From an optimization exercise on the open Yosys and OpenROAD flow, aimed at small area; shortcuts taken in it are not production practice. In this exercise RTL edits were held to simulation tests only and were not proved equivalent to the original. Power and IR drop assume default switching activity.

==> flow/design.v (outline; a module is shown in full before it is edited, if it fits) <==
// module hispi_rx: 175 lines
// module hispi_rx_log: 1119 lines
module hispi_rx(
	input [47:0] data_in,
	output [63:0] data_out,
	output data_valid,
	output frame_start,
	input clk,
	input rst
);
  // ...
==> flow/flow/run.sh <==
#!/bin/bash
# Layout flow: the standard flow (standard.sh) with these changes:
#  - synthesis: ABC maps the logic with area-oriented scripts (flow/abc*.script)
#    instead of ORFS's abc_area.script, and Yosys's extract_fa is skipped.
#    The synthesis is run once per script and the one with the smallest cell
#    area is kept. Registers come out exactly as in the standard synthesis
#    (ABC only maps the logic between them).
#  - CTS: no dummy loads, clkbuf_16 clock buffers, clusters of up to 20 sinks;
#  - port buffers: every input and output port still gets a buffer,
#    sky130_fd_sc_hd__buf_1.
# Each tool's output goes to a log file in this folder (and ORFS's own logs
# under orfs*/logs).
set -euo pipefail
W=$(pwd)
cp config.mk own_config.mk
cat >> own_config.mk <<'MK'
export CTS_ARGS = -sink_clustering_enable -repair_clock_nets -dont_use_dummy_load -buf_list sky130_fd_sc_hd__clkbuf_16 -sink_clustering_size 20 -sink_clustering_max_diameter 100
export BUFFER_PORTS_ARGS = -buffer_cell sky130_fd_sc_hd__buf_1
MK
# own_synth_<n>.tcl: synth_recipe.tcl with ABC script <n> and no extract_fa
mk_synth() {
  cat > "$W/own_synth_$1.tcl" <<TCL
proc abc {args} {
  set i [lsearch -exact \$args -script]
  if { \$i >= 0 } { lset args [expr {\$i + 1}] $W/flow/abc$1.script }
  yosys abc {*}\$args
}
proc extract_fa {args} { puts "extract_fa skipped" }
source $W/synth_recipe.tcl
TCL
}
# own_standard_<n>.sh: standard.sh with that synthesis, in work home $2
mk_std() {
  sed -e "s#SYNTH_SCRIPT=[^ ]*#SYNTH_SCRIPT=$W/own_synth_$1.tcl#" \
      -e "s#DESIGN_CONFIG=[^ ]*#DESIGN_CONFIG=$W/own_config.mk#" \
      -e "s#WORK_HOME=[^ ]*#WORK_HOME=$2#" standard.sh > "own_standard_$1.sh"
  grep -q "SYNTH_SCRIPT=$W/own_synth_$1.tcl" "own_standard_$1.sh"
  grep -q "WORK_HOME=$2 " "own_standard_$1.sh"
}
best=""; best_area=""
for f in flow/abc*.script; do
  n=$(basename "$f" .script); n=${n#abc}
  mk_synth "$n"
  mk_std "$n" "$W/orfs_try$n"
  bash "own_standard_$n.sh" synth > "synth_try$n.log" 2>&1 &
done
wait
for f in flow/abc*.script; do
  n=$(basename "$f" .script); n=${n#abc}
  st="$W/orfs_try$n/reports/sky130hd/hispi_rx/base/synth_stat.txt"
  a=$(grep -m1 "Chip area for module" "$st" | awk '{print $NF}') || continue
  echo "script $n: area $a" >> synth_choice.log
  if [[ -z "$best" ]] || awk -v a="$a" -v b="$best_area" 'BEGIN{exit !(a < b)}'; then
    best=$n; best_area=$a
  fi
done
echo "chosen: script $best ($best_area)" >> synth_choice.log
mk_std "$best" "$W/orfs"
cp "own_standard_$best.sh" own_standard.sh
bash own_standard.sh synth > synth.log 2>&1
bash own_standard.sh finish > finish.log 2>&1
test -f out/final.def
==> flow/flow/abc1.script <==
strash
ifraig
dc2
dch
amap
==> flow/flow/abc2.script <==
strash
dc2
dc2
dch
amap
==> flow/flow/abc3.script <==
strash
dc2
dch
amap
==> flow/flow/abc4.script <==
strash
dch
amap
==> flow/flow/abc5.script <==
strash
dc2
dch
amap
strash
dc2
dch
amap
==> flow/flow/abc6.script <==
strash
&get -n
&dch -f
&nf -R 1000 -p -a
&put
==> flow/standard.sh <==
#!/bin/bash
# synth_recipe.tcl (not shown) runs the flow's synth.tcl, then flattens the netlist and writes it again
# the make line also repeats each setting of config.mk as NAME=value (left out here)
make -C /OpenROAD-flow-scripts/flow DESIGN_CONFIG=/design/flow/config.mk WORK_HOME=/design/flow/orfs CLKGATE_MAP_FILE= SYNTH_SCRIPT=/design/flow/synth_recipe.tcl "${@:-finish}"
==> flow/config.mk <==
export PLATFORM = sky130hd
export DESIGN_NAME = hispi_rx
export DESIGN_NICKNAME = hispi_rx
export VERILOG_FILES = /design/flow/design.v
export SDC_FILE = /design/flow/constraint.sdc
export NUM_CORES = 4
export LEC_CHECK = 0
export ABC_AREA = 1
export CAP_MARGIN = 20
export CORE_MARGIN = 2
export CORE_UTILIZATION = 40
export GPL_TIMING_DRIVEN = 0
export SLEW_MARGIN = 20
export SYNTH_MEMORY_MAX_BITS = 131072
==> flow/constraint.sdc <==
create_clock -name core_clock -period 10.0 [get_ports {clk}]
set_input_delay 2.0000 -clock core_clock [delete_from_list [all_inputs] [get_ports {clk}]]
set_output_delay 2.0000 -clock core_clock [all_outputs]
set_load 0.01 [all_outputs]
==> metrics.csv, run 1 <==
metric;value;unit
outcome;complete, no violations;
count of different cell masters after synthesis;58;
Internal;1820;uW
Pwr per Cell Area;131;nW/um2
Top delay family on crit path;compound AO/OA/AOI/OAI gates;
Signal inverters;315;
post_cts resized;13;
depth of the critical timing path with buffers and inverters included;18;
element type at the critical path start;flop;
met3 layer wire length in the routed design;8630;um
share of post-route cells with drive strength above 1;4.68;%
number of placement rows;79;
TritonCTS Sinks;290;
power share of the clock group;26.4;%
post-route cell area;21400;um2
share of the final layout cell area in multi-input gates;57.1;%
global-route wire length before repair;127000;um
registers with the highest flip-flop counts;ns1: 48 flops, ns2: 48 flops, ns3: 48 flops;
post-synthesis simple-gate area fraction;30.9;%
#FFs+latches synth;290;
number of nets in the layout;3044;
fraction of synthesized cell area in xor and xnor cells;0;%
Data arrival, critical path;7.64;ns
Skew-Pair Late Insertion Delay;0.57;ns
minimum setup slack in the final design;0.359;ns
drt drc;0;
share of final layout cell area taken by clock buffers and inverters;2.34;%
post-detailed-route wirelength per cell;23.1;um
area post-placement;20500;um2
multi-input gates;2209;
number of buffers inserted by hold repair at cts;0;
critical-path cell list;clkinv_1 > o22ai_2 > clkinv_1 > nor2_2 > clkinv_1 > nor2_1 > clkinv_1 > o32a_1 > o32a_1 > a2111oi_0 > o32a_1 > nand2_1 > o21ai_1 > o21ai_0 > nor2_1 > nand2b_1 > nor2b_1 > buf_1;
WHS Endpoint;ns1[32]$_DFF_P_;
Boundary Pins;116;
largest net degree at the start of global routing;39;
Horiz. Die Dim;221;um
worst hold path startpoint;ns1[44]$_DFF_P_;
Net Switching;976;uW
==> run 2, diff against run 1 <==
--- a/flow/flow/run.sh
+++ b/flow/flow/run.sh
@@ -5,7 +5,7 @@
 #    The synthesis is run once per script and the one with the smallest cell
 #    area is kept. Registers come out exactly as in the standard synthesis
 #    (ABC only maps the logic between them).
-#  - CTS: no dummy loads, clkbuf_16 clock buffers, clusters of up to 20 sinks;
+#  - CTS: no dummy loads, clkbuf_8 clock buffers;
 #  - port buffers: every input and output port still gets a buffer,
 #    sky130_fd_sc_hd__buf_1.
 # Each tool's output goes to a log file in this folder (and ORFS's own logs
@@ -14,7 +14,7 @@
 W=$(pwd)
 cp config.mk own_config.mk
 cat >> own_config.mk <<'MK'
-export CTS_ARGS = -sink_clustering_enable -repair_clock_nets -dont_use_dummy_load -buf_list sky130_fd_sc_hd__clkbuf_16 -sink_clustering_size 20 -sink_clustering_max_diameter 100
+export CTS_ARGS = -sink_clustering_enable -repair_clock_nets -dont_use_dummy_load -buf_list sky130_fd_sc_hd__clkbuf_8
 export BUFFER_PORTS_ARGS = -buffer_cell sky130_fd_sc_hd__buf_1
 MK
 # own_synth_<n>.tcl: synth_recipe.tcl with ABC script <n> and no extract_fa
--- a/flow/config.mk
+++ b/flow/config.mk
@@ -8,7 +8,6 @@
 export ABC_AREA = 1
 export CAP_MARGIN = 20
 export CORE_MARGIN = 2
-export CORE_UTILIZATION = 40
-export GPL_TIMING_DRIVEN = 0
+export CORE_UTILIZATION = 50
 export SLEW_MARGIN = 20
 export SYNTH_MEMORY_MAX_BITS = 131072
==> run 2 against run 1 <==
Net effect:
- still clean
- power is 4.2% higher
- hold slack better by 0.031 ns
- clock skew shrank 0.013 ns
- critical path depth increased by 12
- final area fell by 0.57%
- worst setup slack improved by 0.13 ns
- register-to-register slack improved by 0.17 ns
- flip-flop and latch count is the same
- fmax grew 1.4%
- die area decreased by 20%
- utilization rose by 11 points
- sequential power about the same
- critical endpoint is now data_out[56]
==> metrics.csv, run 2 <==
metric;value;unit;change
outcome;complete, no violations;;unchanged
total grt overflow;0;;unchanged
share of post-route cells with drive strength above 1;4.97;%;was 4.68%
top flip-flop cell by instance count after synthesis;dfxtp_1;;unchanged
post-route met1 wirelength;29800;um;was 34100 um
y dimension of the die;198;um;was 221 um
number of antenna repair diodes;0;;unchanged
cell at the root of the clock tree;clkbuf_8;;was clkbuf_16
clock tree from TritonCTS;built;;unchanged
# H-tree levels;2;;was 1
count of flip-flops with a built-in enable after synthesis;0;;unchanged
most instantiated cells after synthesis;nor2_1 (750), clkinv_1 (315), dfxtp_1 (290);;unchanged
final weighted congestion of routability-driven global placement;1.17;;was 1.02
wire length after detailed routing;87500;um;was 83300 um
number of buffers inserted by hold repair at cts;0;;unchanged
DRC violation total after the first TritonRoute iteration;5292;;was 4002
met2 wire length;38300;um;was 35800 um
total area of multi-input combinational cells;11900;um2;was 12200 um2
leakage power;0.00732;uW;was 0.00716 uW
TritonCTS Sinks;290;;unchanged
Max FO, Critical Path;25;;was 19
number of nets in the layout;3111;;was 3044
number of port buffers;115;;unchanged
area fraction of the dominant cell type after synthesis;30.8;%;unchanged
minimum setup slack in the final design;0.492;ns;was 0.359 ns
maximum root-to-sink buffer count;3;;unchanged
unrepaired setup endpoints after global routing;false;;
synthesized area;18800;um2;unchanged
post-route cell area;21300;um2;was 21400 um2
Worst path max stage delay;1.00;ns;was 0.87 ns
core region area;37400;um2;was 46600 um2
count of different cell masters after synthesis;58;;unchanged
Final Hold Vio Count;0;;unchanged
slowest stage cell on the critical path;o32ai_1;;was dfxtp_1
maximum capacitance violations;0;;unchanged
largest net degree at the start of global routing;39;;unchanged
path category of the worst min-delay check;reg -> reg;;unchanged
global-route wire length before repair;132000;um;was 127000 um
Setup violations, final;0;;unchanged
antenna violations before repair;0;;unchanged
clock period minus final worst setup slack;9.51;ns;was 9.64 ns
clock transition at the registers of the reported paths;0.06;ns;was 0.09 ns
startpoint-to-endpoint class of the critical path;reg -> out;;unchanged
post-detailed-route wirelength per cell;24.5;um;was 23.1 um
count of TritonRoute iterations in the first routing pass;19;;was 9
via count of the first global-routing pass;23500;;was 21.9k
total number of vias;25500;;was 24.2k
sequential standard cell area;5820;um2;unchanged
Peak supply drop;160;uV;was 162 uV
cts bufs inserted;47;;was 20
overall global routing resource usage;43.0;%;was 32.2%
element type at the critical path start;flop;;unchanged
registers with the highest flip-flop counts;ns1: 48 flops, ns2: 48 flops, ns3: 48 flops;;unchanged
worst max-slew margin expressed relative to the limit;16.6;%;was 19.5%
Pwr per Cell Area;137;nW/um2;was 131 nW/um2
setup skew after layout;0.0986;ns;was 0.112 ns
Horiz. Die Dim;198;um;was 221 um
number of placement rows;71;;was 79
die footprint;39300;um2;was 48900 um2
proportion of synthesized flip-flops having asynchronous set or reset;0;%;unchanged
number of instances in the synthesized netlist;2814;;unchanged
commonest cells after routing, fill and taps aside;nor2_1 (742), clkinv_1 (312), dfxtp_1 (286);;was nor2_1 (736), clkinv_1 (299), dfxtp_1 (286)
Synth area leaders;dfxtp_1 (31%), nor2_1 (15%), clkinv_1 (6.3%);;unchanged
number of warnings printed during yosys synthesis;1;;unchanged
worst-margin pin slew;1.23;ns;was 1.19 ns
drt drc;0;;unchanged
initial core utilization;50.4;%;was 40.5%
area post-placement;20500;um2;about the same
library cell with the highest instance count after synthesis;nor2_1;;unchanged
dpl ws;0.658;ns;was -0.101 ns
Boundary Pins;116;;unchanged
area growth from synthesis to layout;12.8;%;was 13.5%
Top Layer Used;met4;;unchanged
largest area contributor in the synthesized netlist;dfxtp_1;;unchanged
crit path capture type;output port;;unchanged
#FFs+latches synth;290;;unchanged
fillcell total;3389;;was 4805
most common cell after layout, fill and taps aside;nor2_1;;unchanged
required time reported for the critical path endpoint;8.00;ns;about the same
Skew-Pair Late Insertion Delay;0.64;ns;was 0.57 ns
met3 layer wire length in the routed design;12200;um;was 8630 um
HPWL reported at the end of detailed placement;63100;um;was 63000 um
part of the cycle the worst path needs;95.1;%;was 96.4%
final number of max-transition violations;0;;unchanged
detailed-route vias per instance;7.15;;was 6.72
DRT antenna net count;0;;unchanged
sequential-to-total area share from yosys stat;30.8;%;unchanged
mean area per synthesized cell;6.70;um2;unchanged
setup total negative slack;0;ns;unchanged
highest clock rate;105;MHz;was 104 MHz
Data arrival, critical path;7.51;ns;was 7.64 ns
most frequent CP cell;nor2_1;;was clkinv_1
[run 2: area by class of cell]
class                   count  share of cell area (%)
well taps                 511                    3.01
flip-flops and latches    290                    27.3
inverters                 315                    5.61
clock buffers              47                    3.04
multi-input cells        2209                    56.0
repair buffers            198                    4.97
[run 2: worst paths after layout]
path / slack (ns) / startpoint / end / cells past startpoint
worst max-delay path: 0.49 / wo3[1]$_SDFFE_PP0P_ / data_out[56] / 30
worst min-delay path: 0.31 / ns1[39]$_DFF_P_ / ns1[27]$_DFF_P_ / 0
worst max register to register: 3.06 / wo3[1]$_SDFFE_PP0P_ / h[24]$_DFF_P_ / 29
worst min register to register: 0.31 / ns1[39]$_DFF_P_ / ns1[27]$_DFF_P_ / 0
[run 2: through the flow]
step | power (uW) | instances | hold WS [ns] | util [%]
final | 2920 | 3570 | 0.306 | 56.9
after global routing | 3020 | 3570 | 0.307 | 56.9
after CTS | 2870 | 3563 | 0.310 | 56.5
after detailed placement | 2040 | 3516 | 0.344 | 54.8
after global placement | 2050 | 3516 | 0.340 | 54.8
after floorplan | 1760 | 2814 | 0.330 | -
[run 2: metal layers]
metal	vias to the layer above	global-route usage, %
met5	-	0
met4	0	25.5
met3	703	10.9
met2	2589	69.3
met1	11300	51.7
li1	10900	-
[run 2: timing repair]
item | in CTS | in global routing
resized for setup | 0 | 24
buffers inserted | 0 | 7
endpoints found under the setup margin | 0 | 11
[run 2: cell families (layout without fill, tap and decap cells)]
group,Yosys count,count (layout),synth area share [%]
simple gates,1346,1346,30.9
compound gates,863,863,32.0
buf+inv,315,560,6.27
flops,290,290,30.8
[run 2: where the power goes]
part / leakage, uW / switching [uW] / internal, uW
combinational: 0.00457 / 545 / 232
clock: 0.000338 / 432 / 412
sequential: 0.00241 / 57.9 / 1240
total: 0.00732 / 1030 / 1880
[run 2: worst max-delay path, delay by kind of cell, from the launching register on]
kind | cells | cell delay [ns]
AOI/OAI and AO/OA | 13 | 3.55
and+or+nand+nor | 13 | 1.93
buffers and inverters | 4 | 0.72
DFF | 1 | 0.63
==> run 3, diff against run 2 <==
--- a/flow/config.mk
+++ b/flow/config.mk
@@ -8,6 +8,7 @@
 export ABC_AREA = 1
 export CAP_MARGIN = 20
 export CORE_MARGIN = 2
-export CORE_UTILIZATION = 50
+export CORE_UTILIZATION = 60
+export SETUP_SLACK_MARGIN = 0.3
 export SLEW_MARGIN = 20
 export SYNTH_MEMORY_MAX_BITS = 131072
==> run 3 against run 2 <==
Net effect:
- count of clock-buffer cells in the layout stayed put
- largest power group unchanged
- die area is 16% lower
- still clean
- sequential power about the same
- register-to-register slack improved by 0.19 ns
- worst setup slack gained 0.17 ns
==> metrics.csv, run 3 <==
metric;value;unit;change
outcome;complete, no violations;;unchanged
DRC violation total after the first TritonRoute iteration;5765;;was 5292
most instantiated cells after synthesis;nor2_1 (750), clkinv_1 (315), dfxtp_1 (290);;unchanged
core region area;30700;um2;was 37400 um2
worst max-slew margin expressed relative to the limit;24.8;%;was 16.6%
worst-case hold slack;0.299;ns;was 0.306 ns
maximum capacitance violations;0;;unchanged
mean area per synthesized cell;6.70;um2;unchanged
library cell with the highest instance count after synthesis;nor2_1;;unchanged
drt drc;0;;unchanged
launch point of the worst reg-to-reg path;wo1[1]$_SDFFE_PP0P_;;was wo3[1]$_SDFFE_PP0P_
cts bufs inserted;47;;unchanged
cell at the root of the clock tree;clkbuf_8;;unchanged
die footprint;32800;um2;was 39300 um2
number of port buffers;115;;unchanged
final weighted congestion of routability-driven global placement;1.26;;was 1.17
number of instances in the synthesized netlist;2814;;unchanged
number of warnings printed during yosys synthesis;1;;unchanged
overall global routing resource usage;45.0;%;was 43.0%
most frequent CP cell;nor2_1;;unchanged
required time reported for the critical path endpoint;8.00;ns;about the same
antenna violations before repair;1;;was 0
TritonCTS Sinks;290;;unchanged
count of buffering cells on the critical path with inverters included;7;;was 4
Worst Setup SP;wo1[1]$_SDFFE_PP0P_;;was wo3[1]$_SDFFE_PP0P_
# H-tree levels;2;;unchanged
detailed-route vias per instance;7.37;;was 7.15
commonest cells after routing, fill and taps aside;nor2_1 (743), clkinv_1 (304), dfxtp_1 (287);;was nor2_1 (742), clkinv_1 (312), dfxtp_1 (286)
unrepaired setup endpoints after global routing;true;;was false
Synth area leaders;dfxtp_1 (31%), nor2_1 (15%), clkinv_1 (6.3%);;unchanged
count of flip-flops with a built-in enable after synthesis;0;;unchanged
Skew-Pair Late Insertion Delay;0.66;ns;was 0.64 ns
part of the cycle the worst path needs;93.3;%;was 95.1%
number of placement rows;64;;was 71
worst-margin pin slew;1.12;ns;was 1.23 ns
total grt overflow;0;;unchanged
worst r2r dst;h[8]$_DFF_P_;;was h[24]$_DFF_P_
number of buffers inserted by hold repair at cts;0;;unchanged
setup total negative slack;0;ns;unchanged
post-detailed-route wirelength per cell;22.4;um;was 24.5 um
number of nets in the layout;3092;;was 3111
power share of the clock group;29.5;%;was 28.9%
Combinational Power Share;25.9;%;was 26.6%
total number of vias;25300;;was 25.5k
y dimension of the die;181;um;was 198 um
Top delay family on crit path;compound AO/OA/AOI/OAI gates;;unchanged
clock transition at the registers of the reported paths;0.06;ns;about the same
Net Switching;1020;uW;was 1030 uW
Data arrival, critical path;7.33;ns;was 7.51 ns
Horiz. Die Dim;181;um;was 198 um
area fraction of the dominant cell type after synthesis;30.8;%;unchanged
most common cell after layout, fill and taps aside;nor2_1;;unchanged
Worst path max stage delay;0.56;ns;was 1.00 ns
area growth from synthesis to layout;11.5;%;was 12.8%
largest net degree at the start of global routing;43;;was 39
Internal;1880;uW;about the same
final number of max-transition violations;0;;unchanged
r2r worst-path depth;33;;was 29
Pwr per Cell Area;138;nW/um2;was 137 nW/um2
worst hold path startpoint;ns3[19]$_DFF_P_;;was ns1[39]$_DFF_P_
slowest stage cell on the critical path;o22ai_1;;was o32ai_1
highest clock rate;107;MHz;was 105 MHz
count of different cell masters after synthesis;58;;unchanged
path category of the worst min-delay check;reg -> reg;;unchanged
top flip-flop cell by instance count after synthesis;dfxtp_1;;unchanged
global-route wire length before repair;121000;um;was 132000 um
clock tree from TritonCTS;built;;unchanged
element type at the critical path start;flop;;unchanged
#FFs+latches synth;290;;unchanged
cell depth of the worst hold path;0;;unchanged
count of TritonRoute iterations in the first routing pass;20;;was 19
Setup violations, final;0;;unchanged
via count of the first global-routing pass;23300;;was 23.5k
Peak supply drop;177;uV;was 160 uV
Final Hold Vio Count;0;;unchanged
sequential-to-total area share from yosys stat;30.8;%;unchanged
synthesized area;18800;um2;unchanged
HPWL reported at the end of detailed placement;55000;um;was 63100 um
initial core utilization;61.3;%;was 50.4%
startpoint-to-endpoint class of the critical path;reg -> out;;unchanged
net switching share of the total power;35.1;%;was 35.5%
worst reg2reg setup slack;3.25;ns;was 3.06 ns
fillcell total;2595;;was 3389
sequential power share;44.6;%;was 44.4%
leakage power;0.00722;uW;was 0.00732 uW
registers with the highest flip-flop counts;ns1: 48 flops, ns2: 48 flops, ns3: 48 flops;;unchanged
crit path capture type;output port;;unchanged
proportion of synthesized flip-flops having asynchronous set or reset;0;%;unchanged
WHS Endpoint;ns3[7]$_DFF_P_;;was ns1[27]$_DFF_P_
Boundary Pins;116;;unchanged
wire length after detailed routing;77000;um;was 87500 um
largest area contributor in the synthesized netlist;dfxtp_1;;unchanged
number of antenna repair diodes;0;;unchanged
maximum root-to-sink buffer count;3;;unchanged
setup skew after layout;0.106;ns;was 0.0986 ns
Max FO, Critical Path;21;;was 25
share of post-route cells with drive strength above 1;4.70;%;was 4.97%
DRT antenna net count;0;;unchanged
clock period minus final worst setup slack;9.33;ns;was 9.51 ns
## run 3: cell counts after synthesis
No cell type changed its count.
## run 3: cells by family (layout without fill, tap and decap cells)
group,Yosys count,count (layout),synth area share (%)
buffers and inverters,315,541,6.27
AND/OR/NAND/NOR,1346,1346,30.9
AO/OA/AOI/OAI,863,863,32.0
flip-flops,290,290,30.8
## run 3: per-stage QoR
step	power (uW)	cells	setup WS [ns]	util, %	area (um2)
2_1_floorplan	1760	2814	1.61	-	18800
3_3_place_gp	2000	3383	1.01	65.7	20200
3_5_place_dp	2000	3383	0.905	65.7	20200
4_1_cts	2840	3430	0.551	67.8	20900
5_1_grt	2990	3436	0.121	68.3	21000
6_report	2890	3436	0.667	68.3	21000
## run 3: worst reg2reg max path: cells and delay by family (launching register included)
kind	cells	cell delay (ns)
flip-flops	1	0.44
AND/OR/NAND/NOR	15	2.00
AO/OA/AOI/OAI	12	2.73
buffers and inverters	6	1.39
## run 3: per-layer routing
layer | GRT usage (%) | share of wire, % | vias up
met4 | 27.4 | 8.2 | 2
met3 | 16.2 | 16 | 790
li1 | - | - | 10900
met2 | 67.8 | 41 | 2596
met5 | 0 | 0.016 | -
met1 | 55.0 | 35 | 11000
## run 3: how the worst max path moves through the flow
| stage | to | slack, ns | depth (start not counted) |
|---|---|---|---|
| 2_1_floorplan | data_out[56] | 1.61 | 28 |
| 5_1_grt | data_out[40] | 0.12 | 34 |
| 6_report | data_out[40] | 0.67 | 34 |
| 4_1_cts | data_out[40] | 0.55 | 31 |
| 3_5_place_dp | data_out[40] | 0.90 | 31 |
| 3_3_place_gp | data_out[40] | 1.01 | 31 |
## run 3: layout make-up
type | instances | area [um2] | share of cell area [%]
repair buffers | 178 | 906 | 4.31
well taps | 396 | 495 | 2.36
clock buffers | 47 | 647 | 3.08
repair inverters | 1 | 5.00 | 0.0238
inverters | 315 | 1220 | 5.81
flip-flops and latches | 290 | 5810 | 27.7
multi-input cells | 2209 | 11900 | 56.8
## run 3: repair_timing
action | CTS | global route
resized for setup | 2 | 30
setup endpoints to repair | 2 | 10
gates cloned | 0 | 1
buffers inserted | 0 | 5
pin swaps | 0 | 3
## run 3: power groups by stage
stage / logic, uW / registers, uW / clock network (uW)
final: 748 / 1290 / 854
after CTS: 695 / 1290 / 856
after global placement: 693 / 1310 / 0
after global routing: 793 / 1300 / 904
after floorplan: 440 / 1320 / 0
after detailed placement: 691 / 1310 / 0
==> run 4, diff against run 3 <==
--- a/flow/config.mk
+++ b/flow/config.mk
@@ -8,7 +8,6 @@
 export ABC_AREA = 1
 export CAP_MARGIN = 20
 export CORE_MARGIN = 2
-export CORE_UTILIZATION = 60
-export SETUP_SLACK_MARGIN = 0.3
+export CORE_UTILIZATION = 40
 export SLEW_MARGIN = 20
 export SYNTH_MEMORY_MAX_BITS = 131072
==> run 4 against run 3 <==
Net effect:
- fmax decreased by 2.0%
- largest cell class unchanged
- register-to-register slack got worse by 0.19 ns
- still clean on timing, DRC and antenna
- global-route usage decreased by 11 points
- critical path type unchanged
- synthesized cell count unchanged
- count of clock-buffer cells in the layout unchanged
- combinational power increased by 3.9%
- flip-flop and latch count unchanged
- die area increased by 49%
- hold slack improved by 0.050 ns
- cell count increased by 6.8%
- non-clock buffer count increased by 24
- clock power decreased by 3.2%
==> metrics.csv, run 4 <==
metric;value;unit;change
outcome;complete, no violations;;unchanged
y dimension of the die;221;um;was 181 um
required time reported for the critical path endpoint;8.00;ns;about the same
unrepaired setup endpoints after global routing;false;;was true
Combinational Power Share;26.8;%;was 25.9%
Boundary Pins;116;;unchanged
highest clock rate;105;MHz;was 107 MHz
leakage power;0.00734;uW;was 0.00722 uW
launch point of the worst reg-to-reg path;bo2[0]$_SDFFE_PP0P_;;was wo1[1]$_SDFFE_PP0P_
Pwr per Cell Area;135;nW/um2;was 138 nW/um2
total grt overflow;0;;unchanged
maximum root-to-sink buffer count;3;;unchanged
crit path capture type;output port;;unchanged
largest net degree at the start of global routing;43;;unchanged
proportion of synthesized flip-flops having asynchronous set or reset;0;%;unchanged
cts bufs inserted;47;;unchanged
wire length after detailed routing;86000;um;was 77000 um
clock transition at the registers of the reported paths;0.06;ns;about the same
antenna violations before repair;1;;unchanged
clock period minus final worst setup slack;9.52;ns;was 9.33 ns
Net Switching;1010;uW;was 1020 uW
setup skew after layout;0.103;ns;was 0.106 ns
initial core utilization;40.5;%;was 61.3%
commonest cells after routing, fill and taps aside;nor2_1 (746), clkinv_1 (311), dfxtp_1 (289);;was nor2_1 (743), clkinv_1 (304), dfxtp_1 (287)
post-detailed-route wirelength per cell;23.4;um;was 22.4 um
clock tree from TritonCTS;built;;unchanged
worst hold path startpoint;r2_1[3]$_DFF_P_;;was ns3[19]$_DFF_P_
total number of vias;24400;;was 25.3k
DRT antenna net count;0;;unchanged
count of buffering cells on the critical path with inverters included;5;;was 7
count of flip-flops with a built-in enable after synthesis;0;;unchanged
number of warnings printed during yosys synthesis;1;;unchanged
Peak supply drop;122;uV;was 177 uV
Synth area leaders;dfxtp_1 (31%), nor2_1 (15%), clkinv_1 (6.3%);;unchanged
number of buffers inserted by hold repair at cts;0;;unchanged
cell at the root of the clock tree;clkbuf_8;;unchanged
HPWL reported at the end of detailed placement;66000;um;was 55000 um
die footprint;48900;um2;was 32800 um2
TritonCTS Sinks;290;;unchanged
#FFs+latches synth;290;;unchanged
detailed-route vias per instance;6.65;;was 7.37
# H-tree levels;2;;unchanged
Internal;1880;uW;about the same
Horiz. Die Dim;221;um;was 181 um
most instantiated cells after synthesis;nor2_1 (750), clkinv_1 (315), dfxtp_1 (290);;unchanged
startpoint-to-endpoint class of the critical path;reg -> out;;unchanged
Setup violations, final;0;;unchanged
worst max-slew margin expressed relative to the limit;30.5;%;was 24.8%
registers with the highest flip-flop counts;ns1: 48 flops, ns2: 48 flops, ns3: 48 flops;;unchanged
critical-path cell list;clkinv_1 > o22a_1 > o22ai_1 > clkinv_1 > nor2_1 > clkinv_1 > nor2_1 > clkinv_1 > a21oi_1 > nor2_1 > a21oi_1 > a2111oi_0 > a2111oi_0 > nor3_1 > o21ai_0 > nor2_1 > nand2b_1 > nor2b_1 > buf_1;;
power share of the clock group;28.6;%;was 29.5%
DRC violation total after the first TritonRoute iteration;4276;;was 5765
count of TritonRoute iterations in the first routing pass;10;;was 20
top flip-flop cell by instance count after synthesis;dfxtp_1;;unchanged
via count of the first global-routing pass;22600;;was 23.3k
part of the cycle the worst path needs;95.2;%;was 93.3%
maximum capacitance violations;0;;unchanged
worst-margin pin slew;1.03;ns;was 1.12 ns
overall global routing resource usage;33.6;%;was 45.0%
Worst path max stage delay;0.91;ns;was 0.56 ns
mean area per synthesized cell;6.70;um2;unchanged
number of nets in the layout;3115;;was 3092
element type at the critical path start;flop;;unchanged
number of port buffers;115;;unchanged
share of post-route cells with drive strength above 1;4.93;%;was 4.70%
path category of the worst min-delay check;reg -> reg;;unchanged
Top delay family on crit path;compound AO/OA/AOI/OAI gates;;unchanged
post-layout util;46.0;%;was 68.3%
synthesized area;18800;um2;unchanged
number of instances in the synthesized netlist;2814;;unchanged
final weighted congestion of routability-driven global placement;1.07;;was 1.26
count of different cell masters after synthesis;58;;unchanged
Worst Setup SP;bo2[0]$_SDFFE_PP0P_;;was wo1[1]$_SDFFE_PP0P_
area fraction of the dominant cell type after synthesis;30.8;%;unchanged
Data arrival, critical path;7.52;ns;was 7.33 ns
number of placement rows;79;;was 64
Final Hold Vio Count;0;;unchanged
library cell with the highest instance count after synthesis;nor2_1;;unchanged
sequential-to-total area share from yosys stat;30.8;%;unchanged
worst reg2reg setup slack;3.06;ns;was 3.25 ns
most common cell after layout, fill and taps aside;nor2_1;;unchanged
core region area;46600;um2;was 30700 um2
drt drc;0;;unchanged
net switching share of the total power;34.9;%;was 35.1%
slowest stage cell on the critical path;a2111oi_0;;was o22ai_1
number of antenna repair diodes;0;;unchanged
largest area contributor in the synthesized netlist;dfxtp_1;;unchanged
sequential power share;44.6;%;about the same
Skew-Pair Late Insertion Delay;0.65;ns;was 0.66 ns
global-route wire length before repair;132000;um;was 121000 um
setup total negative slack;0;ns;unchanged
Max FO, Critical Path;18;;was 21
final number of max-transition violations;0;;unchanged
area growth from synthesis to layout;13.6;%;was 11.5%
[run 4: per-stage QoR]
stage	cell area (um2)	hold WS, ns	setup WS, ns	cells	power (uW)
final	21400	0.349	0.479	3670	2890
after global routing	21400	0.360	0.00104	3670	3020
after CTS	21300	0.350	0.0857	3667	2880
after detailed placement	20700	0.340	0.712	3620	2050
after global placement	20700	0.336	0.909	3620	2070
after floorplan	18800	0.330	1.61	2814	1760
[run 4: layer usage]
metal	track usage [%]	vias to the layer above	wire [um]	part of all wire (%)
met1	45.3	11200	35000	41
met5	0	-	13	0.015
met4	14.2	2	4300	5.0
li1	-	10900	-	-
met3	8.84	381	10400	12
met2	50.5	1838	36200	42
[run 4: repair_timing]
item | 4_1_cts | 5_1_grt
endpoints found under the hold margin | 0 | 0
gates resized for setup | 0 | 13
setup endpoints to repair | 0 | 8
buffers inserted | 0 | 2
[run 4: kinds of logic (layout without fill, tap and decap cells)]
| family | after synthesis | after routing | share of synthesized area (%) |
|---|---|---|---|
| and+or+nand+nor | 1346 | 1346 | 30.9 |
| AOI/OAI and AO/OA | 863 | 863 | 32.0 |
| DFF | 290 | 290 | 30.8 |
| buffers and inverters | 315 | 564 | 6.27 |
[run 4: final cells by class]
cell class,count,area (um2)
inverters,315,1200
well taps,607,759
multi-input cells,2209,11900
clock buffers,47,647
repair buffers,202,1080
fillers,4880,25200
flip-flops and latches,290,5810
[run 4: path summary, 6_finish.rpt]
path,endpoint,cells past startpoint
setup / recovery,data_out[48],19
hold / removal,r1_1[3]$_DFF_P_,0
setup reg to reg,h[16]$_DFF_P_,18
hold reg to reg,r1_1[3]$_DFF_P_,0
[run 4: power groups by stage]
stage | Combinational, uW | Clock (uW) | Sequential, uW
floorplan | 440 | 0 | 1320
global placement | 758 | 0 | 1310
detailed placement | 741 | 0 | 1310
CTS | 744 | 845 | 1290
global route | 828 | 893 | 1300
finish | 777 | 827 | 1290
==> run 5, diff against run 4 <==
==> flow/flow/abc7.script (new file) <==
strash
ifraig
dc2
dch
amap
mfs3 -ae
==> flow/flow/abc8.script (new file) <==
strash
dch
amap
mfs3 -ae
==> flow/flow/abc9.script (new file) <==
strash
dc2
dc2
dch
amap
mfs3 -ae
==> run 5 against run 4 <==
Net effect:
- synthesized cell count is 4.9% lower
- utilization is 0.31 points lower
- fmax is 2.6% higher
- clock power is 4.4% higher
- area after synthesis is 0.76% lower
- global-route usage is 1.1 points lower
- critical endpoint is now data_out[40]
==> metrics.csv, run 5 <==
metric;value;unit;change
worst reg2reg setup slack;3.36;ns;was 3.06 ns
DRT antenna net count;0;;unchanged
top flip-flop cell by instance count after synthesis;dfxtp_1;;unchanged
number of instances in the synthesized netlist;2675;;was 2814
worst-margin pin slew;1.10;ns;was 1.03 ns
final number of max-transition violations;0;;unchanged
registers with the highest flip-flop counts;ns1: 48 flops, ns2: 48 flops, ns3: 48 flops;;unchanged
antenna violations before repair;2;;was 1
Post-Synth Adder-Cell Area;0;%;unchanged
Data arrival, critical path;7.28;ns;was 7.52 ns
fraction of synthesized cell area in xor and xnor cells;0.234;%;was 0%
required time reported for the critical path endpoint;8.00;ns;about the same
y dimension of the die;220;um;was 221 um
unrepaired setup endpoints after global routing;false;;unchanged
Peak supply drop;147;uV;was 122 uV
sequential-to-total area share from yosys stat;31.0;%;was 30.8%
wire length after detailed routing;81500;um;was 86000 um
post-detailed-route wirelength per cell;23.1;um;was 23.4 um
overall global routing resource usage;32.5;%;was 33.6%
path category of the worst min-delay check;reg -> reg;;unchanged
detailed-route vias per instance;6.68;;was 6.65
mux cell area share after synthesis;0;%;unchanged
clock period minus final worst setup slack;9.28;ns;was 9.52 ns
die footprint;48500;um2;was 48900 um2
total grt overflow;0;;unchanged
number of port buffers;115;;unchanged
part of the cycle the worst path needs;92.8;%;was 95.2%
#FFs+latches synth;290;;unchanged
power share of the clock group;29.9;%;was 28.6%
number of buffers inserted by post-CTS setup repair;0;;unchanged
final weighted congestion of routability-driven global placement;1.06;;was 1.07
share of post-route cells with drive strength above 1;4.63;%;was 4.93%
Final Hold Vio Count;0;;unchanged
cell at the root of the clock tree;clkbuf_8;;unchanged
Net Switching;998;uW;was 1010 uW
Max FO, Critical Path;12;;was 18
global-route wire length before repair;125000;um;was 132000 um
clock transition at the registers of the reported paths;0.06;ns;about the same
Design Power;2880;uW;was 2890 uW
via count of the first global-routing pass;22100;;was 22.6k
fillcell total;4806;;was 4880
leakage power;0.00710;uW;was 0.00734 uW
area growth from synthesis to layout;13.2;%;was 13.6%
DRC violation total after the first TritonRoute iteration;3768;;was 4276
Skew-Pair Late Insertion Delay;0.61;ns;was 0.65 ns
minimum setup slack in the final design;0.724;ns;was 0.479 ns
library cell with the highest instance count after synthesis;nor2_1;;unchanged
count of TritonRoute iterations in the first routing pass;8;;was 10
element type at the critical path start;flop;;unchanged
number of warnings printed during yosys synthesis;1;;unchanged
TritonCTS Sinks;290;;unchanged
area fraction of the dominant cell type after synthesis;31.0;%;was 30.8%
crit path capture type;output port;;unchanged
setup skew after layout;0.0419;ns;was 0.103 ns
# H-tree levels;2;;unchanged
drt drc;0;;unchanged
maximum capacitance violations;0;;unchanged
HPWL reported at the end of detailed placement;61500;um;was 66000 um
largest family of logic cells by synthesized area;compound AO/OA/AOI/OAI gates;;unchanged
largest net degree at the start of global routing;46;;was 43
commonest cells after routing, fill and taps aside;nor2_1 (621), dfxtp_1 (288), clkinv_1 (257);;was nor2_1 (746), clkinv_1 (311), dfxtp_1 (289)
Horiz. Die Dim;220;um;was 221 um
Synth area leaders;dfxtp_1 (31%), nor2_1 (13%), clkinv_1 (5.2%);;was dfxtp_1 (31%), nor2_1 (15%), clkinv_1 (6.3%)
worst max-slew margin expressed relative to the limit;26.6;%;was 30.5%
most common cell after layout, fill and taps aside;nor2_1;;unchanged
post-synthesis compound-gate area fraction;33.7;%;was 32.0%
post_cts resized;0;;unchanged
cts bufs inserted;49;;was 47
dpl ws;1.24;ns;was 0.712 ns
total number of vias;23500;;was 24.4k
most instantiated cells after synthesis;nor2_1 (626), dfxtp_1 (290), clkinv_1 (258);;was nor2_1 (750), clkinv_1 (315), dfxtp_1 (290)
setup total negative slack;0;ns;unchanged
outcome;complete, no violations;;unchanged
highest clock rate;108;MHz;was 105 MHz
Worst path max stage delay;0.56;ns;was 0.91 ns
number of buffers inserted by hold repair at cts;0;;unchanged
sequential power share;44.3;%;was 44.6%
Combinational Power Share;25.8;%;was 26.8%
count of flip-flops with a built-in enable after synthesis;0;;unchanged
Setup violations, final;0;;unchanged
Pwr per Cell Area;136;nW/um2;was 135 nW/um2
Internal;1890;uW;was 1880 uW
most frequent CP cell;nor2_1;;
slowest stage cell on the critical path;o22ai_1;;was a2111oi_0
net switching share of the total power;34.6;%;was 34.9%
core region area;46400;um2;was 46600 um2
synthesized area;18700;um2;was 18800 um2
number of placement rows;79;;unchanged
cell count after placement;3472;;was 3620
clock tree from TritonCTS;built;;unchanged
largest area contributor in the synthesized netlist;dfxtp_1;;unchanged
initial core utilization;40.3;%;was 40.5%
count of different cell masters after synthesis;62;;was 58
worst-case hold slack;0.341;ns;was 0.349 ns
startpoint-to-endpoint class of the critical path;reg -> out;;unchanged
Boundary Pins;116;;unchanged
mean area per synthesized cell;6.99;um2;was 6.70 um2
number of nets in the layout;2966;;was 3115
post-synthesis simple-gate area fraction;29.9;%;was 30.9%
final std cells w/o fill;3522;;was 3670
proportion of synthesized flip-flops having asynchronous set or reset;0;%;unchanged
maximum root-to-sink buffer count;3;;unchanged
run 5: cell types whose count changed after synthesis, moves of 16 or more:
cell,before,now
a211oi_1,39,23
a21oi_1,130,165
nand2_1,196,173
o21ai_0,171,139
clkinv_1,315,258
nor2_1,750,626
nor3_1,177,115
o22a_1,32,48
and2_0,4,20
nor2b_1,22,55
a31oi_1,74,58
run 5: final cells by class:
type                       instances  area, um2  area share (%)
sequential                       290       5810            27.4
clock buffer                      49        674            3.19
timing repair buffer             190        996            4.71
tap                              607        759            3.59
antenna                            1       2.50          0.0118
multi-input combinational       2127      12000            56.5
inverter                         258        972            4.59
run 5: cells by family after synthesis:
group | Yosys count
DFF | 290
buffers and inverters | 258
AOI/OAI and AO/OA | 890
and+or+nand+nor | 1232
xor gates and xnor gates | 5
run 5: final timing paths:
check	cells past startpoint	from	to
max	28	bo1[2]$_SDFFE_PP0P_	data_out[40]
min	0	ns1[38]$_DFF_P_	ns1[26]$_DFF_P_
max reg2reg	27	bo1[2]$_SDFFE_PP0P_	h[8]$_DFF_P_
min reg2reg	0	ns1[38]$_DFF_P_	ns1[26]$_DFF_P_
run 5: power by group through the flow:
| stage | Sequential (uW) | Clock, uW | Combinational, uW |
|---|---|---|---|
| 2_1_floorplan | 1290 | 0 | 445 |
| 3_3_place_gp | 1300 | 0 | 729 |
| 3_5_place_dp | 1300 | 0 | 711 |
| 4_1_cts | 1270 | 886 | 714 |
| 5_1_grt | 1280 | 937 | 797 |
| 6_report | 1280 | 863 | 744 |
run 5: worst max-delay path: cells and delay by family (launching register included):
| kind | cells | cell delay (ns) |
|---|---|---|
| AO/OA/AOI/OAI | 11 | 2.76 |
| flip-flops | 1 | 0.43 |
| XOR/XNOR | 1 | 0.10 |
| AND/OR/NAND/NOR | 12 | 2.40 |
| buffers and inverters | 4 | 1.01 |
run 5: per-layer routing:
layer	share of wire (%)	track usage [%]
met5	0.011	0
met4	5.5	16.4
met3	12	7.78
met2	42	49.7
met1	40	42.5
run 5: through the flow:
stage	instance area (um2)	util, %
finish	21200	45.7
global route	21200	45.6
CTS	21100	45.6
detailed placement	20500	44.2
global placement	20500	44.1
floorplan	18700	-
==> module hispi_rx, before the edit <==
module hispi_rx(
	input [47:0] data_in,
	output [63:0] data_out,
	output data_valid,
	output frame_start,
	input clk,
	input rst
);
wire [11:0] nw0, nw1, nw2, nw3;
genvar k;
generate for (k = 0; k < 12; k = k + 1) begin : g_split
	assign nw0[k] = data_in[4*k+0];
	assign nw1[k] = data_in[4*k+1];
	assign nw2[k] = data_in[4*k+2];
	assign nw3[k] = data_in[4*k+3];
end endgenerate
reg [47:12] ns0;
reg [47:0] ns1, ns2, ns3;
wire [59:12] d0 = ~{nw0, ns0};
wire [59:0] d1 = ~{nw1, ns1};
wire [59:0] d2 = ~{nw2, ns2};
wire [59:0] d3 = ~{nw3, ns3};
function [4:0] match_hi;
	input [59:24] d;
	reg [48:36] zs;    
	reg [35:24] suf;   
	reg [46:36] pre;   
	reg [11:0] m;
	integer k;
	begin
		zs[48] = ~|d[59:48];
		for (k = 47; k >= 36; k = k - 1) zs[k] = zs[k+1] & ~d[k];
		suf[35] = d[35];
		for (k = 34; k >= 24; k = k - 1) suf[k] = suf[k+1] & d[k];
		pre[36] = d[36];
		for (k = 37; k <= 46; k = k + 1) pre[k] = pre[k-1] & d[k];
		m[0] = suf[24] & zs[36];
		for (k = 1; k < 12; k = k + 1) m[k] = suf[24+k] & pre[35+k] & zs[36+k];
		match_hi = {|m, m[8] | m[9] | m[10] | m[11], m[4] | m[5] | m[6] | m[7],
			m[2] | m[3] | m[6] | m[7] | m[10] | m[11], m[1] | m[3] | m[5] | m[7] | m[9] | m[11]};
	end
endfunction
function zero_prefix;
	input [11:0] w;
	input [3:0] b;
	integer j;
	begin
		zero_prefix = 1'b1;
		for (j = 0; j < 12; j = j + 1)
			if (j < b && w[j]) zero_prefix = 1'b0;
	end
endfunction
reg [1:0] post_rst;
function [4:0] match_now;
	input [59:24] d;
	input [1:0] pr;
	begin
		if (pr[0]) match_now = {~|d[59:48], 4'd0};
		else if (pr[1]) match_now = 5'd0;
		else match_now = match_hi(d);
	end
endfunction
wire [4:0] g2_0 = match_now(d0[59:24], post_rst);
wire [4:0] g2_1 = match_now(d1[59:24], post_rst);
wire [4:0] g2_2 = match_now(d2[59:24], post_rst);
wire [4:0] g2_3 = match_now(d3[59:24], post_rst);
reg [4:0] r2_0, r2_1, r2_2, r2_3;    
reg [4:0] r1_0, r1_1, r1_2, r1_3;    
wire [4:0] g1_0 = {r2_0[4] & zero_prefix(d0[59:48], r2_0[3:0]), r2_0[3:0]};
wire [4:0] g1_1 = {r2_1[4] & zero_prefix(d1[59:48], r2_1[3:0]), r2_1[3:0]};
wire [4:0] g1_2 = {r2_2[4] & zero_prefix(d2[59:48], r2_2[3:0]), r2_2[3:0]};
wire [4:0] g1_3 = {r2_3[4] & zero_prefix(d3[59:48], r2_3[3:0]), r2_3[3:0]};
wire [4:0] g0_0 = r1_0, g0_1 = r1_1, g0_2 = r1_2, g0_3 = r1_3;
reg [3:0] bo0, bo1, bo2, bo3;
reg [1:0] wo1, wo2, wo3;
reg al1, al2, al3;
wire a0 = g1_0[4] & (g1_0[3:0] == bo0);
wire s0 = g2_0[4] & (g2_0[3:0] == bo0);
reg [3:0] state;
reg ffs;
reg [4:0] pc;
reg [31:0] h;
reg hfs;
wire in_pix = (state == 4'd8);
wire [14:0] sh0a = (bo0[3:2] == 2'd0) ? d0[26:12] : (bo0[3:2] == 2'd1) ? d0[30:16] : d0[34:20];
wire [11:0] px0 = sh0a[bo0[1:0] +: 12];
wire [11:0] code = px0;
function [11:0] pick;
	input [46:0] d;
	input [1:0] wo;
	input [3:0] bo;
	reg [22:0] w;
	reg [14:0] s;
	begin
		w = (wo == 2'd0) ? d[22:0] : (wo == 2'd1) ? d[34:12] : d[46:24];
		s = (bo[3:2] == 2'd0) ? w[14:0] : (bo[3:2] == 2'd1) ? w[18:4] : w[22:8];
		pick = s[bo[1:0] +: 12];
	end
endfunction
wire [11:0] px1 = pick(d1[46:0], wo1, bo1);
wire [11:0] px2 = pick(d2[46:0], wo2, bo2);
wire [11:0] px3 = pick(d3[46:0], wo3, bo3);
wire [7:0] y0, y1, y2, y3;
hispi_rx_log lg0 (.x(px0), .y(y0));
hispi_rx_log lg1 (.x(px1), .y(y1));
hispi_rx_log lg2 (.x(px2), .y(y2));
hispi_rx_log lg3 (.x(px3), .y(y3));
wire [31:0] grp = in_pix ? {y3, y2, y1, y0} : 32'd0;
wire gfs = in_pix & ffs;
wire dv = in_pix | (pc != 5'd0);
assign data_out = {grp, h};
assign frame_start = gfs | hfs;
assign data_valid = pc[0];
always @(posedge clk) begin
	ns0 <= {nw0, ns0[47:24]};
	ns1 <= {nw1, ns1[47:12]};
	ns2 <= {nw2, ns2[47:12]};
	ns3 <= {nw3, ns3[47:12]};
	r2_0 <= g2_0; r2_1 <= g2_1; r2_2 <= g2_2; r2_3 <= g2_3;
	r1_0 <= g1_0; r1_1 <= g1_1; r1_2 <= g1_2; r1_3 <= g1_3;
	if (g0_0[4]) bo0 <= g0_0[3:0];
	if (g0_1[4]) bo1 <= g0_1[3:0];
	if (g0_2[4]) bo2 <= g0_2[3:0];
	if (g0_3[4]) bo3 <= g0_3[3:0];
	if (a0) begin
		if (g0_1[4] && g0_1[3:0] == bo1) begin wo1 <= 2'd0; al1 <= 1'b1; end
		if (g1_1[4] && g1_1[3:0] == bo1) begin wo1 <= 2'd1; al1 <= 1'b1; end
		if (g2_1[4] && g2_1[3:0] == bo1) begin wo1 <= 2'd2; al1 <= 1'b1; end
		if (g0_2[4] && g0_2[3:0] == bo2) begin wo2 <= 2'd0; al2 <= 1'b1; end
		if (g1_2[4] && g1_2[3:0] == bo2) begin wo2 <= 2'd1; al2 <= 1'b1; end
		if (g2_2[4] && g2_2[3:0] == bo2) begin wo2 <= 2'd2; al2 <= 1'b1; end
		if (g0_3[4] && g0_3[3:0] == bo3) begin wo3 <= 2'd0; al3 <= 1'b1; end
		if (g1_3[4] && g1_3[3:0] == bo3) begin wo3 <= 2'd1; al3 <= 1'b1; end
		if (g2_3[4] && g2_3[3:0] == bo3) begin wo3 <= 2'd2; al3 <= 1'b1; end
	end
	case (state)
		4'd0: if (al1 & al2 & al3) state <= 4'd1;
		4'd1: if (s0) state <= 4'd2;
		4'd2: state <= 4'd3;
		4'd3: state <= 4'd4;
		4'd4: state <= 4'd5;
		4'd5: begin
			case (code)
				12'h001: state <= 4'd8;
				12'h003: begin ffs <= 1'b1; state <= 4'd8; end
				12'h005, 12'h007: state <= 4'd6;
				12'h013: begin ffs <= 1'b1; state <= 4'd1; end
				default: state <= 4'd1;
			endcase
		end
		4'd6: state <= 4'd7;
		4'd7: state <= 4'd1;
		4'd8: begin
			ffs <= 1'b0;
			if (s0) state <= 4'd2;
		end
		default: if (al1 & al2 & al3) state <= 4'd1;
	endcase
	if (dv) pc <= pc + 5'd1;
	h <= grp;
	hfs <= gfs;
	post_rst <= {post_rst[0], 1'b0};
	if (rst) begin
		post_rst <= 2'b01;
		r2_0[4] <= 1'b0; r2_1[4] <= 1'b0; r2_2[4] <= 1'b0; r2_3[4] <= 1'b0;
		r1_0[4] <= 1'b0; r1_1[4] <= 1'b0; r1_2[4] <= 1'b0; r1_3[4] <= 1'b0;
		bo0 <= 4'd0; bo1 <= 4'd0; bo2 <= 4'd0; bo3 <= 4'd0;
		wo1 <= 2'd0; wo2 <= 2'd0; wo3 <= 2'd0;
		al1 <= 1'b0; al2 <= 1'b0; al3 <= 1'b0;
		state <= 4'd0;
		ffs <= 1'b0;
		pc <= 5'd0;
	end
end
endmodule
==> run 6, diff against run 5 <==
--- a/flow/design.v
+++ b/flow/design.v
@@ -74,8 +74,12 @@
 reg [3:0] bo0, bo1, bo2, bo3;
 reg [1:0] wo1, wo2, wo3;
 reg al1, al2, al3;
-wire a0 = g1_0[4] & (g1_0[3:0] == bo0);
-wire s0 = g2_0[4] & (g2_0[3:0] == bo0);
+wire eq0 = ((({4{g1_0[4]}} & g1_0[3:0]) | ({4{g2_0[4]}} & g2_0[3:0])) == bo0);
+wire a0 = g1_0[4] & eq0;
+wire s0 = g2_0[4] & eq0;
+wire [3:0] gb1 = ({4{g0_1[4]}} & g0_1[3:0]) | ({4{g1_1[4]}} & g1_1[3:0]) | ({4{g2_1[4]}} & g2_1[3:0]);
+wire [3:0] gb2 = ({4{g0_2[4]}} & g0_2[3:0]) | ({4{g1_2[4]}} & g1_2[3:0]) | ({4{g2_2[4]}} & g2_2[3:0]);
+wire [3:0] gb3 = ({4{g0_3[4]}} & g0_3[3:0]) | ({4{g1_3[4]}} & g1_3[3:0]) | ({4{g2_3[4]}} & g2_3[3:0]);
 reg [3:0] state;
 reg ffs;
 reg [4:0] pc;
@@ -122,17 +126,9 @@
 	if (g0_1[4]) bo1 <= g0_1[3:0];
 	if (g0_2[4]) bo2 <= g0_2[3:0];
 	if (g0_3[4]) bo3 <= g0_3[3:0];
-	if (a0) begin
-		if (g0_1[4] && g0_1[3:0] == bo1) begin wo1 <= 2'd0; al1 <= 1'b1; end
-		if (g1_1[4] && g1_1[3:0] == bo1) begin wo1 <= 2'd1; al1 <= 1'b1; end
-		if (g2_1[4] && g2_1[3:0] == bo1) begin wo1 <= 2'd2; al1 <= 1'b1; end
-		if (g0_2[4] && g0_2[3:0] == bo2) begin wo2 <= 2'd0; al2 <= 1'b1; end
-		if (g1_2[4] && g1_2[3:0] == bo2) begin wo2 <= 2'd1; al2 <= 1'b1; end
-		if (g2_2[4] && g2_2[3:0] == bo2) begin wo2 <= 2'd2; al2 <= 1'b1; end
-		if (g0_3[4] && g0_3[3:0] == bo3) begin wo3 <= 2'd0; al3 <= 1'b1; end
-		if (g1_3[4] && g1_3[3:0] == bo3) begin wo3 <= 2'd1; al3 <= 1'b1; end
-		if (g2_3[4] && g2_3[3:0] == bo3) begin wo3 <= 2'd2; al3 <= 1'b1; end
-	end
+	if (a0 && (g0_1[4] | g1_1[4] | g2_1[4]) && gb1 == bo1) begin wo1 <= {g2_1[4], g1_1[4]}; al1 <= 1'b1; end
+	if (a0 && (g0_2[4] | g1_2[4] | g2_2[4]) && gb2 == bo2) begin wo2 <= {g2_2[4], g1_2[4]}; al2 <= 1'b1; end
+	if (a0 && (g0_3[4] | g1_3[4] | g2_3[4]) && gb3 == bo3) begin wo3 <= {g2_3[4], g1_3[4]}; al3 <= 1'b1; end
 	case (state)
 		4'd0: if (al1 & al2 & al3) state <= 4'd1;
 		4'd1: if (s0) state <= 4'd2;
--- a/flow/config.mk
+++ b/flow/config.mk
@@ -8,6 +8,8 @@
 export ABC_AREA = 1
 export CAP_MARGIN = 20
 export CORE_MARGIN = 2
-export CORE_UTILIZATION = 40
+export CORE_UTILIZATION = 55
+export GPL_TIMING_DRIVEN = 0
+export SETUP_SLACK_MARGIN = 0.2
 export SLEW_MARGIN = 20
 export SYNTH_MEMORY_MAX_BITS = 131072
==> run 6 against run 5 <==
Net effect:
- global-route usage up 9.4 points
- cell count down 5.2%
- hold slack worse by 0.012 ns
- utilization up 17 points
- die area down 27%
- power down 5.2%
- fmax down 3.2%
- sequential share of layout area up 0.35 points
==> metrics.csv, run 6 <==
metric;value;unit;change
library cell with the highest instance count after synthesis;nor2_1;;unchanged
GR Util met3;11.2;%;was 7.78%
Max FO, Critical Path;23;;was 12
Skew-Pair Late Insertion Delay;0.63;ns;was 0.61 ns
largest net degree at the start of global routing;27;;was 46
maximum capacitance violations;0;;unchanged
area fraction of the dominant cell type after synthesis;31.3;%;was 31.0%
total number of vias;24100;;was 23.5k
cell depth of the worst hold path;0;;unchanged
top flip-flop cell by instance count after synthesis;dfxtp_1;;unchanged
worst max-slew margin expressed relative to the limit;27.5;%;was 26.6%
launch point of the worst reg-to-reg path;wo1[1]$_SDFFE_PP0P_;;was bo1[2]$_SDFFE_PP0P_
DRC violation total after the first TritonRoute iteration;5102;;was 3768
slowest stage cell on the critical path;nor3b_1;;was o22ai_1
cts bufs inserted;47;;was 49
clock transition at the registers of the reported paths;0.06;ns;about the same
core region area;33400;um2;was 46400 um2
synthesized area;18500;um2;was 18700 um2
cell at the root of the clock tree;clkbuf_8;;unchanged
count of TritonRoute iterations in the first routing pass;10;;was 8
number of warnings printed during yosys synthesis;1;;unchanged
number of buffers inserted by hold repair at cts;0;;unchanged
registers with the highest flip-flop counts;ns1: 48 flops, ns2: 48 flops, ns3: 48 flops;;unchanged
sequential-to-total area share from yosys stat;31.3;%;was 31.0%
drt drc;0;;unchanged
sequential standard cell area;5820;um2;was 5810 um2
Horiz. Die Dim;188;um;was 220 um
total grt overflow;0;;unchanged
antenna violations before repair;3;;was 2
commonest cells after routing, fill and taps aside;nor2_1 (675), dfxtp_1 (286), clkinv_1 (214);;was nor2_1 (621), dfxtp_1 (288), clkinv_1 (257)
outcome;complete, no violations;;unchanged
clock period minus final worst setup slack;9.59;ns;was 9.28 ns
highest clock rate;104;MHz;was 108 MHz
initial core utilization;55.6;%;was 40.3%
leakage power;0.00693;uW;was 0.00710 uW
total area of multi-input combinational cells;12300;um2;was 12000 um2
proportion of synthesized flip-flops having asynchronous set or reset;0;%;unchanged
final weighted congestion of routability-driven global placement;1.14;;was 1.06
number of port buffers;115;;unchanged
post-detailed-route wirelength per cell;23.4;um;was 23.1 um
global-route wire length before repair;120000;um;was 125000 um
count of buffering cells on the critical path with inverters included;6;;was 4
overall global routing resource usage;41.9;%;was 32.5%
most common cell after layout, fill and taps aside;nor2_1;;unchanged
worst reg2reg setup slack;3.05;ns;was 3.36 ns
Synth area leaders;dfxtp_1 (31%), nor2_1 (14%), clkinv_1 (4.7%);;was dfxtp_1 (31%), nor2_1 (13%), clkinv_1 (5.2%)
unrepaired setup endpoints after global routing;true;;was false
largest area contributor in the synthesized netlist;dfxtp_1;;unchanged
fillcell total;3003;;was 4806
mean area per synthesized cell;6.87;um2;was 6.99 um2
TritonCTS Sinks;290;;unchanged
WHS Endpoint;ns3[1]$_DFF_P_;;was ns1[26]$_DFF_P_
y dimension of the die;188;um;was 220 um
die footprint;35200;um2;was 48500 um2
worst-margin pin slew;1.09;ns;was 1.10 ns
r2r worst-path depth;23;;was 27
cell count after placement;3275;;was 3472
Top delay family on crit path;compound AO/OA/AOI/OAI gates;;unchanged
post-layout util;62.7;%;was 45.7%
setup total negative slack;0;ns;unchanged
crit path capture type;output port;;unchanged
final std cells w/o fill;3338;;was 3522
critical-path cell list;clkinv_1 > nand2_1 > clkinvlp_4 > a222oi_1 > clkinv_1 > a222oi_1 > o22ai_1 > a21oi_4 > clkinv_1 > nor2_1 > nor2_1 > nor2_1 > a21oi_1 > o21ai_0 > clkinv_1 > nor4_1 > nor3b_1 > o21ai_0 > a21oi_1 > o21ai_0 > xor2_1 > nor2_1 > buf_1;;
number of instances in the synthesized netlist;2700;;was 2675
wire length after detailed routing;78000;um;was 81500 um
Boundary Pins;116;;unchanged
Worst path max stage delay;0.56;ns;about the same
Data arrival, critical path;7.59;ns;was 7.28 ns
clock tree from TritonCTS;built;;unchanged
HPWL reported at the end of detailed placement;55800;um;was 61500 um
most used routing layer;met2;;unchanged
worst-case hold slack;0.329;ns;was 0.341 ns
via count of the first global-routing pass;22000;;was 22.1k
detailed-route vias per instance;7.21;;was 6.68
Pwr per Cell Area;131;nW/um2;was 136 nW/um2
part of the cycle the worst path needs;95.9;%;was 92.8%
M2 GR Usage;66.1;%;was 49.7%
path category of the worst min-delay check;reg -> reg;;unchanged
final number of max-transition violations;0;;unchanged
element type at the critical path start;flop;;unchanged
share of post-route cells with drive strength above 1;5.33;%;was 4.63%
number of nets in the layout;2940;;was 2966
maximum root-to-sink buffer count;3;;unchanged
area growth from synthesis to layout;12.9;%;was 13.2%
required time reported for the critical path endpoint;8.00;ns;about the same
count of flip-flops with a built-in enable after synthesis;0;;unchanged
worst r2r dst;h[8]$_DFF_P_;;unchanged
worst hold path startpoint;ns3[13]$_DFF_P_;;was ns1[38]$_DFF_P_
met1 Resource Use GR;51.7;%;was 42.5%
number of placement rows;67;;was 79
setup skew after layout;0.0654;ns;was 0.0419 ns
count of different cell masters after synthesis;61;;was 62
startpoint-to-endpoint class of the critical path;reg -> out;;unchanged
most instantiated cells after synthesis;nor2_1 (689), dfxtp_1 (290), clkinv_1 (232);;was nor2_1 (626), dfxtp_1 (290), clkinv_1 (258)
Final Hold Vio Count;0;;unchanged
# H-tree levels;2;;unchanged
Setup violations, final;0;;unchanged
#FFs+latches synth;290;;unchanged
DRT antenna net count;0;;unchanged
Peak supply drop;164;uV;was 147 uV
run 6: cell count changes in the layout (fill, tap and decap cells not counted), sizes merged, moves of 9 or more:
cell      before  now
clkinv       257  217
a221oi        19   10
buf          189  139
o21ai        139  153
nand2        173  188
or3           46   36
nor2         626  689
a211oi        23   46
nor3         115  161
o22ai        101   74
a21oi        165  150
o22a          48   39
clkinvlp       1   16
run 6: area by class of cell:
| cell class | count | share of cell area (%) |
|---|---|---|
| repair inverters | 1 | 0.0239 |
| repair buffers | 139 | 3.22 |
| inverters | 232 | 4.45 |
| well taps | 448 | 2.68 |
| multi-input cells | 2179 | 58.7 |
| flip-flops and latches | 290 | 27.8 |
| clock buffers | 47 | 3.09 |
| diodes | 2 | 0.0239 |
run 6: timing repair:
action,4_1_cts,5_1_grt
gates cloned,0,1
endpoints found under the setup margin,12,14
gates resized for setup,15,66
pin swaps,1,6
setup buffers,0,13
run 6: cells by family after synthesis:
| logic type | count (synthesis) | share of synthesized area [%] |
|---|---|---|
| mux | 1 | 0.0607 |
| xor+xnor | 5 | 0.236 |
| simple gates | 1331 | 32.0 |
| other cells | 1 | 0.0202 |
| compound gates | 840 | 31.7 |
| buf+inv | 232 | 4.70 |
| flops | 290 | 31.3 |
run 6: metrics by stage:
| step | instance area [um2] | power (uW) | setup WS (ns) |
|---|---|---|---|
| 2_1_floorplan | 18600 | 1660 | 1.91 |
| 3_5_place_dp | 19800 | 1850 | 0.0830 |
| 6_report | 20900 | 2730 | 0.414 |
| 4_1_cts | 20500 | 2680 | 0.118 |
| 3_3_place_gp | 19500 | 1850 | -0.815 |
| 5_1_grt | 20900 | 2830 | 0.136 |
run 6: how the worst max path moves through the flow:
stage	start	end	depth (start not counted)
2_1_floorplan	wo1[1]$_SDFFE_PP0P_	data_out[40]	26
3_3_place_gp	wo3[1]$_SDFFE_PP0P_	data_out[56]	27
3_5_place_dp	wo2[1]$_SDFFE_PP0P_	data_out[48]	27
4_1_cts	wo2[1]$_SDFFE_PP0P_	data_out[48]	23
5_1_grt	bo2[3]$_SDFFE_PP0P_	data_out[48]	27
6_report	wo1[1]$_SDFFE_PP0P_	data_out[40]	23
run 6: layer usage:
metal / up-vias / share of wire, % / wire length, um
li1: 10500 / - / -
met3: 603 / 14 / 10600
met2: 2231 / 43 / 33700
met5: - / 0.017 / 13
met4: 2 / 7.5 / 5860
met1: 10700 / 36 / 27800
run 6: power by group:
group	internal (uW)	leakage, uW	total (uW)	switching, uW
sequential	1200	0.00241	1240	41.2
clock	412	0.000338	840	428
combinational	195	0.00419	649	454
==> run 7, diff against run 6 <==
--- a/flow/config.mk
+++ b/flow/config.mk
@@ -8,8 +8,7 @@
 export ABC_AREA = 1
 export CAP_MARGIN = 20
 export CORE_MARGIN = 2
-export CORE_UTILIZATION = 55
+export CORE_UTILIZATION = 40
 export GPL_TIMING_DRIVEN = 0
-export SETUP_SLACK_MARGIN = 0.2
 export SLEW_MARGIN = 20
 export SYNTH_MEMORY_MAX_BITS = 131072
==> run 7 against run 6 <==
Net effect:
- largest cell class unchanged
- clock power is 0.8% higher
- via count is 3.4% lower
- highest routed layer unchanged
- fmax is 0.25% lower
- register-to-register slack better by 0.02 ns
- global-route usage is 8.2 points lower
- utilization is 16 points lower
- worst setup slack worse by 0.024 ns
- area after synthesis stayed put
==> metrics.csv, run 7 <==
metric;value;unit;change
outcome;complete, no violations;;unchanged
total grt overflow;0;;unchanged
Pwr per Cell Area;130;nW/um2;was 131 nW/um2
Synth area leaders;dfxtp_1 (31%), nor2_1 (14%), clkinv_1 (4.7%);;unchanged
top flip-flop cell by instance count after synthesis;dfxtp_1;;unchanged
drt drc;0;;unchanged
Design Power;2760;uW;was 2730 uW
sequential-to-total area share from yosys stat;31.3;%;unchanged
clock tree from TritonCTS;built;;unchanged
clock transition at the registers of the reported paths;0.06;ns;about the same
count of TritonRoute iterations in the first routing pass;10;;unchanged
worst-case hold slack;0.322;ns;was 0.329 ns
Post-Synth Adder-Cell Area;0;%;unchanged
library cell with the highest instance count after synthesis;nor2_1;;unchanged
fraction of synthesized cell area in xor and xnor cells;0.236;%;unchanged
number of nets in the layout;2955;;was 2940
area fraction of the dominant cell type after synthesis;31.3;%;unchanged
total number of vias;23200;;was 24.1k
cts bufs inserted;49;;was 47
TritonCTS Sinks;290;;unchanged
number of instances in the synthesized netlist;2700;;unchanged
slowest stage cell on the critical path;clkinv_1;;was nor3b_1
largest net degree at the start of global routing;37;;was 27
antenna violations before repair;2;;was 3
post-synthesis compound-gate area fraction;31.7;%;unchanged
setup skew after layout;0.0987;ns;was 0.0654 ns
number of placement rows;78;;was 67
cell at the root of the clock tree;clkbuf_8;;unchanged
registers with the highest flip-flop counts;ns1: 48 flops, ns2: 48 flops, ns3: 48 flops;;unchanged
worst max-slew margin expressed relative to the limit;23.5;%;was 27.5%
mux cell area share after synthesis;0.0607;%;unchanged
Peak supply drop;99.4;uV;was 164 uV
Boundary Pins;116;;unchanged
share of post-route cells with drive strength above 1;5.96;%;was 5.33%
Worst path max stage delay;0.70;ns;was 0.56 ns
synthesized area;18500;um2;unchanged
# H-tree levels;2;;unchanged
required time reported for the critical path endpoint;8.00;ns;about the same
part of the cycle the worst path needs;96.1;%;was 95.9%
Horiz. Die Dim;219;um;was 188 um
proportion of synthesized flip-flops having asynchronous set or reset;0;%;unchanged
post-synthesis simple-gate area fraction;32.0;%;unchanged
number of port buffers;115;;unchanged
path category of the worst min-delay check;reg -> reg;;unchanged
DRC violation total after the first TritonRoute iteration;3382;;was 5102
mean area per synthesized cell;6.87;um2;unchanged
worst-margin pin slew;1.15;ns;was 1.09 ns
area growth from synthesis to layout;14.6;%;was 12.9%
final number of max-transition violations;0;;unchanged
## run 7: path summary, 6_finish.rpt
kind | startpoint | to | slack, ns | cells past startpoint
max reg2reg | wo1[1]$_SDFFE_PP0P_ | h[8]$_DFF_P_ | 3.07 | 25
min | ns1[25]$_DFF_P_ | ns1[13]$_DFF_P_ | 0.32 | 0
min reg2reg | ns1[25]$_DFF_P_ | ns1[13]$_DFF_P_ | 0.32 | 0
max | wo1[1]$_SDFFE_PP0P_ | data_out[40] | 0.39 | 26
## run 7: kinds of logic after synthesis
group,count (synthesis)
and+or+nand+nor,1331
xor gates and xnor gates,5
other,1
muxes,1
DFF,290
buffers and inverters,232
AOI/OAI and AO/OA,840
## run 7: worst register-to-register path: stages (launching register included)
cell	delay, ns
dfxtp_4	0.43
clkinv_1	0.12
nand2_1	0.17
clkinvlp_2	0.35
a22oi_1	0.13
o21ai_0	0.15
a222oi_1	0.17
o22a_1	0.28
o22ai_2	0.60
clkinv_1	0.70
nor2_2	0.69
clkinv_1	0.37
o32ai_1	0.68
a21o_1	0.18
o221a_1	0.19
nor2_1	0.04
o21ai_0	0.22
nor2_1	0.06
a21oi_1	0.22
nor2_1	0.08
a21oi_1	0.21
nor2_1	0.07
a21oi_1	0.21
o21ai_0	0.16
xor2_1	0.18
nor2_1	0.14
## run 7: metal layers
metal,track usage [%],share of wire [%]
met5,0,0.016
met4,18.3,6.3
met3,6.75,10
met2,54.1,44
met1,42.4,39
## run 7: area by class of cell
cell class	count	area (um2)
inverters	232	922
repair inverters	1	5.00
clock buffers	49	674
flip-flops and latches	290	5820
diodes	1	2.50
fillers	4676	24300
well taps	600	751
multi-input cells	2179	12300
repair buffers	152	800
## run 7: what timing repair did
item,CTS,global route
endpoints found under the setup margin,10,13
setup buffers,1,20
pin swaps,2,9
resized for setup,13,63
cloned,0,1
hold buffers,0,0
## run 7: per-stage QoR
stage / area (um2) / utilization [%] / setup WS, ns / std cells / TNS [ns]
global route: 21200 / 46.6 / 0.00506 / 3503 / 0
detailed placement: 20100 / 44.1 / 0.000244 / 3432 / 0
floorplan: 18600 / - / 1.91 / 2701 / 0
CTS: 20800 / 45.7 / 0.0518 / 3482 / 0
finish: 21200 / 46.6 / 0.391 / 3504 / 0
global placement: 19700 / 43.3 / -1.39 / 3416 / -12.82
## run 7: power breakdown
part	internal [uW]	leakage (uW)	switching (uW)
logic	199	0.00426	471
clock network	428	0.000352	419
registers	1200	0.00241	38.1
total	1830	0.00702	928

Re-timed with assumed drivers on the ports (clkbuf_16 on the clock, buf_2 on other inputs), run 7 has 0.337 ns of setup slack against 0.391 ns with ideal ports, and 0.977 ns once port delays also move by the mid clock arrival of 0.639 ns.
